Source: an optimization exercise on an open RTL-to-GDS flow (aim: small area). Production flows keep margins and buffers that such runs may drop. Only simulation tests tie the RTL to the original design; equivalence was not proved. No driver is modelled on the clock port, so clocking that relies on it looks cheaper here than on a real chip. Power figures rest on the tool's default switching activity, not on a simulated workload.

Setup of exp/xenon:
Design meanfilter, start of the top module:
module meanfilter #(
    parameter           DATA_WITH    =  24,
    parameter    [7:0]  MEAN_Level   =  7
)
(
    input       wire                        clk,
    input       wire                        rst,
    input       wire                        en,
    input       wire                        iValid,
    input       wire [DATA_WITH-1:0]        iData,
    output      wire [DATA_WITH + MEAN_Level -1:0] oData,
    output      wire                        oReady
);
reg  [4:0]  v;       
reg  [1:0]  prev;    
reg         z;       
reg  [1:0]  cn;      
reg  [30:0] rn;      
reg  [3:0]  tn;      
wire st0 = iValid & ~v[0];
wire st1 = v[0] & ~v[1];
wire st2 = v[1] & ~v[2];
wire st3 = v[2] & ~v[3];
wire st4 = v[3] & ~v[4];
wire p0  = ~(st1 | st2 | st3 | st4);
wire shift = en & (st0 | st1 | st2 | st3 | st4);
wire wrap = (prev == 2'b11 && iData[23:22] == 2'b00) ||
            (prev == 2'b00 && iData[23:22] == 2'b11);
wire g0 = z ? st1 : p0;
  ...
export LEC_CHECK = 0
export ABC_AREA = 1
export CAP_MARGIN = 0
export CORE_MARGIN = 2
export CORE_UTILIZATION = 65
export SLEW_MARGIN = 0
create_clock -name core_clock -period 5.0 [get_ports {clk}]
standard.sh (not shown) runs the stock make flow with config.mk's settings and CLKGATE_MAP_FILE= SYNTH_SCRIPT=/design/flow/synth_recipe.tcl, a recipe that flattens the netlist after the stock synthesis.
==> flow/flow/run.sh <==
#!/bin/bash
set -euo pipefail
rm -rf scripts_local
cp -r "$FLOW_HOME/scripts" scripts_local
cp flow/abc_area.script scripts_local/abc_area.script
export SCRIPTS_DIR="$PWD/scripts_local"
export BUFFER_PORTS_ARGS="-buffer_cell sky130_fd_sc_hd__buf_1"
export PRE_CTS_TCL="$PWD/flow/manual_cts.tcl"
export CTS_ARGS="-clk_nets clk -dont_use_dummy_load"
export MCTS_N=3 MCTS_CELL=sky130_fd_sc_hd__clkbuf_8 MCTS_ROOT=sky130_fd_sc_hd__clkbuf_1
RES="$PWD/orfs/results/sky130hd/meanfilter/base"
bash standard.sh "$RES/1_2_yosys.v" > synth.log 2>&1
python3 flow/fa_pins.py "$RES/1_2_yosys.v" > fa_pins.log 2>&1
bash standard.sh > standard.log 2>&1
==> flow/flow/manual_cts.tcl <==
# Clock buffering done by hand, in place of TritonCTS's H-tree: the clock port
# drives one root buffer (MCTS_ROOT) and the root drives MCTS_N leaf buffers
# (MCTS_CELL), each driving the clock pins of one group of registers, the
# groups split by x position into equal sizes. Each buffer sits at the centroid
# of what it drives; detailed placement legalizes them afterwards.
set nbuf [expr {[info exists ::env(MCTS_N)] ? $::env(MCTS_N) : 3}]
set cell [expr {[info exists ::env(MCTS_CELL)] ? $::env(MCTS_CELL) : "sky130_fd_sc_hd__clkbuf_8"}]
set rootcell [expr {[info exists ::env(MCTS_ROOT)] ? $::env(MCTS_ROOT) : "sky130_fd_sc_hd__clkbuf_2"}]
set block [ord::get_db_block]
set clknet [$block findNet clk]
set master [[ord::get_db] findMaster $cell]
set sinks {}
foreach it [$clknet getITerms] {
  set loc [[$it getInst] getLocation]
  lappend sinks [list [lindex $loc 0] [lindex $loc 1] $it]
}
set sinks [lsort -integer -index 0 $sinks]
set n [llength $sinks]
set rootnet [odb::dbNet_create $block "clk_root"]
$rootnet setSigType CLOCK
set rx 0; set ry 0
for {set b 0} {$b < $nbuf} {incr b} {
  set lo [expr {$b * $n / $nbuf}]
  set hi [expr {($b + 1) * $n / $nbuf - 1}]
  set grp [lsort -integer -index 1 [lrange $sinks $lo $hi]]
  set net [odb::dbNet_create $block "clk_leaf_$b"]
  $net setSigType CLOCK
  set inst [odb::dbInst_create $block $master "clk_leaf_buf_$b"]
  set sx 0; set sy 0
  foreach s $grp {
    set it [lindex $s 2]
    $it disconnect
    $it connect $net
    incr sx [lindex $s 0]; incr sy [lindex $s 1]
  }
  [$inst findITerm A] connect $rootnet
  [$inst findITerm X] connect $net
  set x [expr {$sx / [llength $grp]}]; set y [expr {$sy / [llength $grp]}]
  $inst setLocation $x $y
  $inst setPlacementStatus PLACED
  incr rx $x; incr ry $y
}
set root [odb::dbInst_create $block [[ord::get_db] findMaster $rootcell] "clk_root_buf"]
[$root findITerm A] connect $clknet
[$root findITerm X] connect $rootnet
$root setLocation [expr {$rx / $nbuf}] [expr {$ry / $nbuf}]
$root setPlacementStatus PLACED
Other scripts of this flow, unchanged in this note and not shown: flow/flow/abc_area.script, flow/flow/fa_pins.py
exp/xenon completed; timing, DRC and antenna clean
The inputs of exp/cedar differ from those of exp/xenon as listed below.
Settings: changing CORE_UTILIZATION from 65 to 40.
-- flow/flow/run.sh --
<<< exp/xenon, line 8
export PRE_CTS_TCL="$PWD/flow/manual_cts.tcl"
export CTS_ARGS="-clk_nets clk -dont_use_dummy_load"
export MCTS_N=3 MCTS_CELL=sky130_fd_sc_hd__clkbuf_8 MCTS_ROOT=sky130_fd_sc_hd__clkbuf_1
>>> exp/cedar, line 8
removed: flow/flow/manual_cts.tcl
[summary]
Compared with exp/xenon, in exp/cedar worst hold-check slack grew by 0.0074 ns; clock transition at the registers of the reported paths decreased by 0.02 ns relative to the old numbers; combinational share of power saw a decrease.
Input-level comparison between exp/indigo and exp/cedar:
Settings: CORE_UTILIZATION: 40 -> 65.
-- flow/flow/run.sh --
<<< exp/cedar, line 8
>>> exp/indigo, line 8
export CTS_ARGS="-sink_clustering_enable -repair_clock_nets -dont_use_dummy_load -root_buf sky130_fd_sc_hd__clkbuf_8 -buf_list sky130_fd_sc_hd__clkbuf_4"
export GPL_KEEP_OVERFLOW=0
--- outcome ---
- exp/indigo closes out successfully: all stages finished, all timing, DRC and antenna checks passed.
- Comparing exp/indigo against exp/cedar, there is no change at all in number of I/O port buffers.
- Between exp/indigo and exp/cedar, the overall power figures differ only marginally.
- exp/indigo contains more vias than exp/cedar.
- Fraction of layout cells with a size suffix above 1: exp/indigo higher than exp/cedar
- NOTE non-clock buffer count exp/cedar->exp/indigo decreased by a little under 10%
- | fraction of area in registers | exp/indigo vs exp/cedar | 0.36 points lower |
> inputs changed (exp/indigo -> exp/onyx)
-- flow/flow/run.sh --
<<< exp/indigo, line 9
export GPL_KEEP_OVERFLOW=0
>>> exp/onyx, line 9
Findings:
exp/onyx | status: complete | timing, DRC, antenna: pass
Compared with exp/indigo, final design instance area without fill in exp/onyx decreased by a few percent.
Where relative max-transition margin is concerned, exp/indigo is better than exp/onyx.
First element of the critical path: v[3]$_SDFF_PP0_ -> exp/onyx, v[1]$_SDFF_PP0_ -> exp/indigo
Diff exp/onyx and exp/indigo: power lower in exp/onyx
Cell count after placement on exp/onyx is up relative to exp/indigo.

==> what the ideal ports hide <==
The flow's constraints put no driver on any port. The routed layouts listed below were extracted and timed again, unchanged, in two steps. Step 1, drivers: a clkbuf_16 drives clk and a buf_2 each remaining input, both assumed. Step 2 moves the port delays by t, midway between the first and last clock arrival at a register: inputs arrive t later, outputs are due t later. That takes back most of the time a late clock gives input paths. a / b / c = ideal ports / drivers / drivers and shift; a / b = the first two.
run | t, ns | slack for setup (ns) | latest minus earliest clock arrival (ns) | worst data-port slew with drivers (ns)
exp/xenon | 0.477 | 0.227 / 0.227 / 0.115 | 0.014 / 0.014 | 0.03
exp/cedar | 0.316 | 0.313 / 0.313 / 0.121 | 0.003 / 0.003 | 0.03
exp/indigo | 0.311 | 0.083 / 0.083 / -0.040 | 0.009 / 0.010 | 0.03
exp/onyx | 0.315 | 0.262 / 0.262 / 0.121 | 0.020 / 0.020 | 0.03
With both steps, setup timing fails in exp/indigo, where it was met with ideal ports. For exp/cedar, which loses most, drivers alone change the setup slack by 0.000 ns; drivers and shift together by -0.192 ns.
